This is an optimization exercise on Yosys and OpenROAD, whose aim is small area, not a production implementation.
RTL that was checked went through simulation tests only; none was proved equivalent to the original.

==> inputs of build 60 <==
==> flow/design.v <==
`timescale 1ps / 1ps
module sqrt
#(
    parameter integer D_W = 32
)
(
    input  wire                clk,
    input  wire                rst,
    input  wire                enable,
    input  wire                in_valid,
    input  wire [D_W-1:0]      qin,
    output wire                out_valid,
    output wire [(D_W>>1)-1:0] qout
);
reg [3:0] v;
always @(posedge clk) begin
    if (rst) v <= 4'd0;
    else if (enable) v <= {v[2:0], in_valid};
end
assign out_valid = v[3];
wire [1:0] a0 = qin[31:30];
wire [1:0] t0 = a0 - 2'd1;
wire ge0 = a0 != 2'd0;
wire [0:0] q1 = ge0;
wire [1:0] r1 = ge0 ? t0[1:0] : a0[1:0];
wire [3:0] a1 = {r1, qin[29:28]};
wire [4:0] t1 = {1'b0, a1} - {2'b00, q1, 2'b01};
wire ge1 = ~t1[4];
wire [1:0] q2 = {q1, ge1};
wire [2:0] r2 = ge1 ? t1[2:0] : a1[2:0];
wire [4:0] a2 = {r2, qin[27:26]};
wire [5:0] t2 = {1'b0, a2} - {2'b00, q2, 2'b01};
wire ge2 = ~t2[5];
wire [2:0] q3 = {q2, ge2};
wire [3:0] r3 = ge2 ? t2[3:0] : a2[3:0];
wire [5:0] a3 = {r3, qin[25:24]};
wire [6:0] t3 = {1'b0, a3} - {2'b00, q3, 2'b01};
wire ge3 = ~t3[6];
wire [3:0] q4 = {q3, ge3};
wire [4:0] r4 = ge3 ? t3[4:0] : a3[4:0];
wire [6:0] a4 = {r4, qin[23:22]};
wire [7:0] t4 = {1'b0, a4} - {2'b00, q4, 2'b01};
wire ge4 = ~t4[7];
wire [4:0] q5 = {q4, ge4};
wire [5:0] r5 = ge4 ? t4[5:0] : a4[5:0];
reg [4:0] q_s0;
reg [5:0] r_s0;
reg [21:0] x_s0;
always @(posedge clk) begin
    if (enable) begin
        q_s0 <= q5;
        r_s0 <= r5;
        x_s0 <= qin[21:0];
    end
end
wire [7:0] a5 = {r_s0, x_s0[21:20]};
wire [8:0] t5 = {1'b0, a5} - {2'b00, q_s0, 2'b01};
wire ge5 = ~t5[8];
wire [5:0] q6 = {q_s0, ge5};
wire [6:0] r6 = ge5 ? t5[6:0] : a5[6:0];
wire [8:0] a6 = {r6, x_s0[19:18]};
wire [9:0] t6 = {1'b0, a6} - {2'b00, q6, 2'b01};
wire ge6 = ~t6[9];
wire [6:0] q7 = {q6, ge6};
wire [7:0] r7 = ge6 ? t6[7:0] : a6[7:0];
wire [9:0] a7 = {r7, x_s0[17:16]};
wire [10:0] t7 = {1'b0, a7} - {2'b00, q7, 2'b01};
wire ge7 = ~t7[10];
wire [7:0] q8 = {q7, ge7};
wire [8:0] r8 = ge7 ? t7[8:0] : a7[8:0];
reg [7:0] q_s1;
reg [8:0] r_s1;
reg [15:0] x_s1;
always @(posedge clk) begin
    if (enable) begin
        q_s1 <= q8;
        r_s1 <= r8;
        x_s1 <= x_s0[15:0];
    end
end
wire [10:0] a8 = {r_s1, x_s1[15:14]};
wire [11:0] t8 = {1'b0, a8} - {2'b00, q_s1, 2'b01};
wire ge8 = ~t8[11];
wire [8:0] q9 = {q_s1, ge8};
wire [9:0] r9 = ge8 ? t8[9:0] : a8[9:0];
wire [11:0] a9 = {r9, x_s1[13:12]};
wire [12:0] t9 = {1'b0, a9} - {2'b00, q9, 2'b01};
wire ge9 = ~t9[12];
wire [9:0] q10 = {q9, ge9};
wire [10:0] r10 = ge9 ? t9[10:0] : a9[10:0];
wire [12:0] a10 = {r10, x_s1[11:10]};
wire [13:0] t10 = {1'b0, a10} - {2'b00, q10, 2'b01};
wire ge10 = ~t10[13];
wire [10:0] q11 = {q10, ge10};
wire [11:0] r11 = ge10 ? t10[11:0] : a10[11:0];
reg [10:0] q_s2;
reg [11:0] r_s2;
reg [9:0] x_s2;
always @(posedge clk) begin
    if (enable) begin
        q_s2 <= q11;
        r_s2 <= r11;
        x_s2 <= x_s1[9:0];
    end
end
wire [13:0] a11 = {r_s2, x_s2[9:8]};
wire [14:0] t11 = {1'b0, a11} - {2'b00, q_s2, 2'b01};
wire ge11 = ~t11[14];
wire [11:0] q12 = {q_s2, ge11};
wire [12:0] r12 = ge11 ? t11[12:0] : a11[12:0];
wire [14:0] a12 = {r12, x_s2[7:6]};
wire [15:0] t12 = {1'b0, a12} - {2'b00, q12, 2'b01};
wire ge12 = ~t12[15];
wire [12:0] q13 = {q12, ge12};
wire [13:0] r13 = ge12 ? t12[13:0] : a12[13:0];
reg [12:0] q_s3;
reg [13:0] r_s3;
reg [5:0] x_s3;
always @(posedge clk) begin
    if (enable) begin
        q_s3 <= q13;
        r_s3 <= r13;
        x_s3 <= x_s2[5:0];
    end
end
wire [17:0] a13 = {r_s3, x_s3[5:2]};
wire [18:0] u13_1 = {1'b0, a13} - {2'b00, q_s3, 3'b001};
wire [18:0] u13_2 = {1'b0, a13} - {1'b0, q_s3, 4'b0100};
wire [18:0] u13_3 = {1'b0, a13} - {1'b0, q_s3, 4'b1001} - {2'b00, q_s3, 3'b000};
wire c13_1 = ~u13_1[18];
wire c13_2 = ~u13_2[18];
wire c13_3 = ~u13_3[18];
wire [1:0] d13 = {c13_2, c13_3 | (c13_1 & ~c13_2)};
wire [14:0] q15 = {q_s3, d13};
wire [15:0] r15 = c13_3 ? u13_3[15:0] : c13_2 ? u13_2[15:0] : c13_1 ? u13_1[15:0] : a13[15:0];
wire [17:0] a15 = {r15, x_s3[1:0]};
wire [18:0] t15 = {1'b0, a15} - {2'b00, q15, 2'b01};
wire ge15 = ~t15[18];
wire [15:0] q16 = {q15, ge15};
assign qout = q16;
endmodule
==> flow/flow/run.sh <==
#!/bin/bash
# Own layout flow: the standard ORFS flow with two changes.
#  1. Synthesis is synth_recipe.tcl (the standard synthesis) except that its
#     ABC pass uses flow/area.abc, an area-oriented mapping script (dch +
#     map -a, then ABC's usual timing-driven buffering and sizing), instead of
#     ORFS's abc_speed.script.  Registers are not touched by ABC.
#  2. The port buffers are the smallest buffer cell (buf_1).
# Every tool's output goes to run.log here; ORFS's per-step logs stay under
# orfs/logs/.
set -euo pipefail
cd "$(dirname "$0")/.."
work=$(pwd)
cat > my_synth.tcl <<EOT
proc abc {args} {
  set i [lsearch -exact \$args -script]
  if {\$i >= 0} { lset args [expr {\$i + 1}] $work/flow/area.abc }
  yosys abc {*}\$args
}
source $work/synth_recipe.tcl
EOT
bash standard.sh SYNTH_SCRIPT=$work/my_synth.tcl \
  BUFFER_PORTS_ARGS="-buffer_cell sky130_fd_sc_hd__buf_1" finish > run.log 2>&1
==> flow/flow/area.abc <==
strash
dch
map -a
topo
stime -c
buffer -c
upsize -c
dnsize -c
==> flow/standard.sh <==
#!/bin/bash
# synth_recipe.tcl (not shown) runs the flow's synth.tcl, then flattens the netlist and writes it again
# the make line also repeats each setting of config.mk as NAME=value (left out here)
make -C /OpenROAD-flow-scripts/flow DESIGN_CONFIG=/design/flow/config.mk WORK_HOME=/design/flow/orfs CLKGATE_MAP_FILE= SYNTH_SCRIPT=/design/flow/synth_recipe.tcl "${@:-finish}"
==> flow/config.mk <==
export PLATFORM = sky130hd
export DESIGN_NAME = sqrt
export DESIGN_NICKNAME = sqrt
export VERILOG_FILES = /design/flow/design.v
export SDC_FILE = /design/flow/constraint.sdc
export NUM_CORES = 4
export LEC_CHECK = 0
export CAP_MARGIN = 20
export CORE_MARGIN = 2
export CORE_UTILIZATION = 40
export CTS_BUF_LIST = sky130_fd_sc_hd__clkbuf_8
export SLEW_MARGIN = 20
==> flow/constraint.sdc <==
create_clock -name core_clock -period 5.0 [get_ports {clk}]
set_input_delay 1.0000 -clock core_clock [delete_from_list [all_inputs] [get_ports {clk}]]
set_output_delay 1.0000 -clock core_clock [all_outputs]
set_load 0.01 [all_outputs]
==> trial 49: changes against build 60 <==
==> flow/design.v (replaced) <==
`timescale 1ps / 1ps
module sqrt
#(
    parameter integer D_W = 32
)
(
    input  wire                clk,
    input  wire                rst,
    input  wire                enable,
    input  wire                in_valid,
    input  wire [D_W-1:0]      qin,
    output wire                out_valid,
    output wire [(D_W>>1)-1:0] qout
);
reg [4:0] v;
always @(posedge clk) begin
    if (rst) v <= 5'd0;
    else if (enable) v <= {v[3:0], in_valid};
end
assign out_valid = v[4];
wire [1:0] a0 = qin[31:30];
wire [1:0] t0 = a0 - 2'd1;
wire ge0 = a0 != 2'd0;
wire [0:0] q1 = ge0;
wire [1:0] r1 = ge0 ? t0[1:0] : a0[1:0];
wire [3:0] a1 = {r1, qin[29:28]};
wire [4:0] t1 = {1'b0, a1} - {2'b00, q1, 2'b01};
wire ge1 = ~t1[4];
wire [1:0] q2 = {q1, ge1};
wire [2:0] r2 = ge1 ? t1[2:0] : a1[2:0];
wire [4:0] a2 = {r2, qin[27:26]};
wire [5:0] t2 = {1'b0, a2} - {2'b00, q2, 2'b01};
wire ge2 = ~t2[5];
wire [2:0] q3 = {q2, ge2};
wire [3:0] r3 = ge2 ? t2[3:0] : a2[3:0];
wire [5:0] a3 = {r3, qin[25:24]};
wire [6:0] t3 = {1'b0, a3} - {2'b00, q3, 2'b01};
wire ge3 = ~t3[6];
wire [3:0] q4 = {q3, ge3};
wire [4:0] r4 = ge3 ? t3[4:0] : a3[4:0];
reg [3:0] q_s0;
reg [4:0] r_s0;
reg [23:0] x_s0;
always @(posedge clk) begin
    if (enable) begin
        q_s0 <= q4;
        r_s0 <= r4;
        x_s0 <= qin[23:0];
    end
end
wire [8:0] a4 = {r_s0, x_s0[23:20]};
wire [9:0] u4_1 = {1'b0, a4} - {2'b00, q_s0, 3'b001};
wire [9:0] u4_2 = {1'b0, a4} - {1'b0, q_s0, 4'b0100};
wire [9:0] u4_3 = {1'b0, a4} - {1'b0, q_s0, 4'b1001} - {2'b00, q_s0, 3'b000};
wire c4_1 = ~u4_1[9];
wire c4_2 = ~u4_2[9];
wire c4_3 = ~u4_3[9];
wire [1:0] d4 = {c4_2, c4_3 | (c4_1 & ~c4_2)};
wire [5:0] q6 = {q_s0, d4};
wire [6:0] r6 = c4_3 ? u4_3[6:0] : c4_2 ? u4_2[6:0] : c4_1 ? u4_1[6:0] : a4[6:0];
wire [8:0] a6 = {r6, x_s0[19:18]};
wire [9:0] t6 = {1'b0, a6} - {2'b00, q6, 2'b01};
wire ge6 = ~t6[9];
wire [6:0] q7 = {q6, ge6};
wire [7:0] r7 = ge6 ? t6[7:0] : a6[7:0];
reg [6:0] q_s1;
reg [7:0] r_s1;
reg [17:0] x_s1;
always @(posedge clk) begin
    if (enable) begin
        q_s1 <= q7;
        r_s1 <= r7;
        x_s1 <= x_s0[17:0];
    end
end
wire [11:0] a7 = {r_s1, x_s1[17:14]};
wire [12:0] u7_1 = {1'b0, a7} - {2'b00, q_s1, 3'b001};
wire [12:0] u7_2 = {1'b0, a7} - {1'b0, q_s1, 4'b0100};
wire [12:0] u7_3 = {1'b0, a7} - {1'b0, q_s1, 4'b1001} - {2'b00, q_s1, 3'b000};
wire c7_1 = ~u7_1[12];
wire c7_2 = ~u7_2[12];
wire c7_3 = ~u7_3[12];
wire [1:0] d7 = {c7_2, c7_3 | (c7_1 & ~c7_2)};
wire [8:0] q9 = {q_s1, d7};
wire [9:0] r9 = c7_3 ? u7_3[9:0] : c7_2 ? u7_2[9:0] : c7_1 ? u7_1[9:0] : a7[9:0];
wire [11:0] a9 = {r9, x_s1[13:12]};
wire [12:0] t9 = {1'b0, a9} - {2'b00, q9, 2'b01};
wire ge9 = ~t9[12];
wire [9:0] q10 = {q9, ge9};
wire [10:0] r10 = ge9 ? t9[10:0] : a9[10:0];
reg [9:0] q_s2;
reg [10:0] r_s2;
reg [11:0] x_s2;
always @(posedge clk) begin
    if (enable) begin
        q_s2 <= q10;
        r_s2 <= r10;
        x_s2 <= x_s1[11:0];
    end
end
wire [12:0] a10 = {r_s2, x_s2[11:10]};
wire [13:0] t10 = {1'b0, a10} - {2'b00, q_s2, 2'b01};
wire ge10 = ~t10[13];
wire [10:0] q11 = {q_s2, ge10};
wire [11:0] r11 = ge10 ? t10[11:0] : a10[11:0];
wire [13:0] a11 = {r11, x_s2[9:8]};
wire [14:0] t11 = {1'b0, a11} - {2'b00, q11, 2'b01};
wire ge11 = ~t11[14];
wire [11:0] q12 = {q11, ge11};
wire [12:0] r12 = ge11 ? t11[12:0] : a11[12:0];
reg [11:0] q_s3;
reg [12:0] r_s3;
reg [7:0] x_s3;
always @(posedge clk) begin
    if (enable) begin
        q_s3 <= q12;
        r_s3 <= r12;
        x_s3 <= x_s2[7:0];
    end
end
wire [14:0] a12 = {r_s3, x_s3[7:6]};
wire [15:0] t12 = {1'b0, a12} - {2'b00, q_s3, 2'b01};
wire ge12 = ~t12[15];
wire [12:0] q13 = {q_s3, ge12};
wire [13:0] r13 = ge12 ? t12[13:0] : a12[13:0];
wire [15:0] a13 = {r13, x_s3[5:4]};
wire [16:0] t13 = {1'b0, a13} - {2'b00, q13, 2'b01};
wire ge13 = ~t13[16];
wire [13:0] q14 = {q13, ge13};
wire [14:0] r14 = ge13 ? t13[14:0] : a13[14:0];
reg [13:0] q_s4;
reg [14:0] r_s4;
reg [3:0] x_s4;
always @(posedge clk) begin
    if (enable) begin
        q_s4 <= q14;
        r_s4 <= r14;
        x_s4 <= x_s3[3:0];
    end
end
wire [18:0] a14 = {r_s4, x_s4[3:0]};
wire [19:0] u14_1 = {1'b0, a14} - {2'b00, q_s4, 3'b001};
wire [19:0] u14_2 = {1'b0, a14} - {1'b0, q_s4, 4'b0100};
wire [19:0] u14_3 = {1'b0, a14} - {1'b0, q_s4, 4'b1001} - {2'b00, q_s4, 3'b000};
wire c14_1 = ~u14_1[19];
wire c14_2 = ~u14_2[19];
wire c14_3 = ~u14_3[19];
wire [1:0] d14 = {c14_2, c14_3 | (c14_1 & ~c14_2)};
wire [15:0] q16 = {q_s4, d14};
assign qout = q16;
endmodule
==> flow/run.sh (new file) <==
#!/bin/bash
# synth_recipe.tcl (not shown) runs the flow's synth.tcl, then flattens the netlist and writes it again
# the make line also repeats each setting of config.mk as NAME=value (left out here)
make -C /OpenROAD-flow-scripts/flow DESIGN_CONFIG=/design/flow/config.mk WORK_HOME=/design/flow/orfs CLKGATE_MAP_FILE= SYNTH_SCRIPT=/design/flow/synth_recipe.tcl finish
removed: flow/flow/run.sh
removed: flow/flow/area.abc
removed: flow/standard.sh
==> notes <==
- Build 60 completed and failed the layout checks on negative setup slack. Trial 49 finished with timing, DRC and antenna clean.
- Between trial 49 and build 60, the lower non-clock buffer count is in trial 49 (gap 137).
- Against build 60, the worst hold slack of trial 49 is better by 0.0052 ns.
- In trial 49 the utilization is lower than in build 60, by 4.2 points.
- In build 60 the register-to-register slack is better than in trial 49, by 0.03 ns.
- Against trial 49, the first-iteration DRC count of build 60 is higher by about 40%.
- Of trial 49 and build 60, build 60 has the higher synthesized cell count (gap 8.2%, measured against build 60).
Function not checked in build 60: the RTL went through the layout flow alone.

re-timing with driven ports:
The flow's constraints put no driver on any port. The routed layouts listed below were extracted and timed again, unchanged, in two steps. Step 1 (the two cells are an assumption about what drives the block):
set clk [get_ports {clk}]
set_driving_cell -lib_cell sky130_fd_sc_hd__clkbuf_16 $clk
set_driving_cell -lib_cell sky130_fd_sc_hd__buf_2 [delete_from_list [all_inputs] $clk]
Step 2 also shifts input and output timing later by t, the mid clock arrival at the registers, as if the neighbouring blocks saw the same clock. a / b / c = ideal ports / drivers / drivers and shift; a / b = the first two.
run | t, ns | setup slack, ns | worst data-port slew with drivers (ns)
build 60 | 0.497 | -0.561 / -0.605 / -0.108 | 0.04
trial 49 | 0.521 | 0.229 / 0.229 / 0.123 | 0.04
The setup slack of trial 49, which loses most, moves by 0.000 ns with the drivers and by -0.106 ns with both steps.
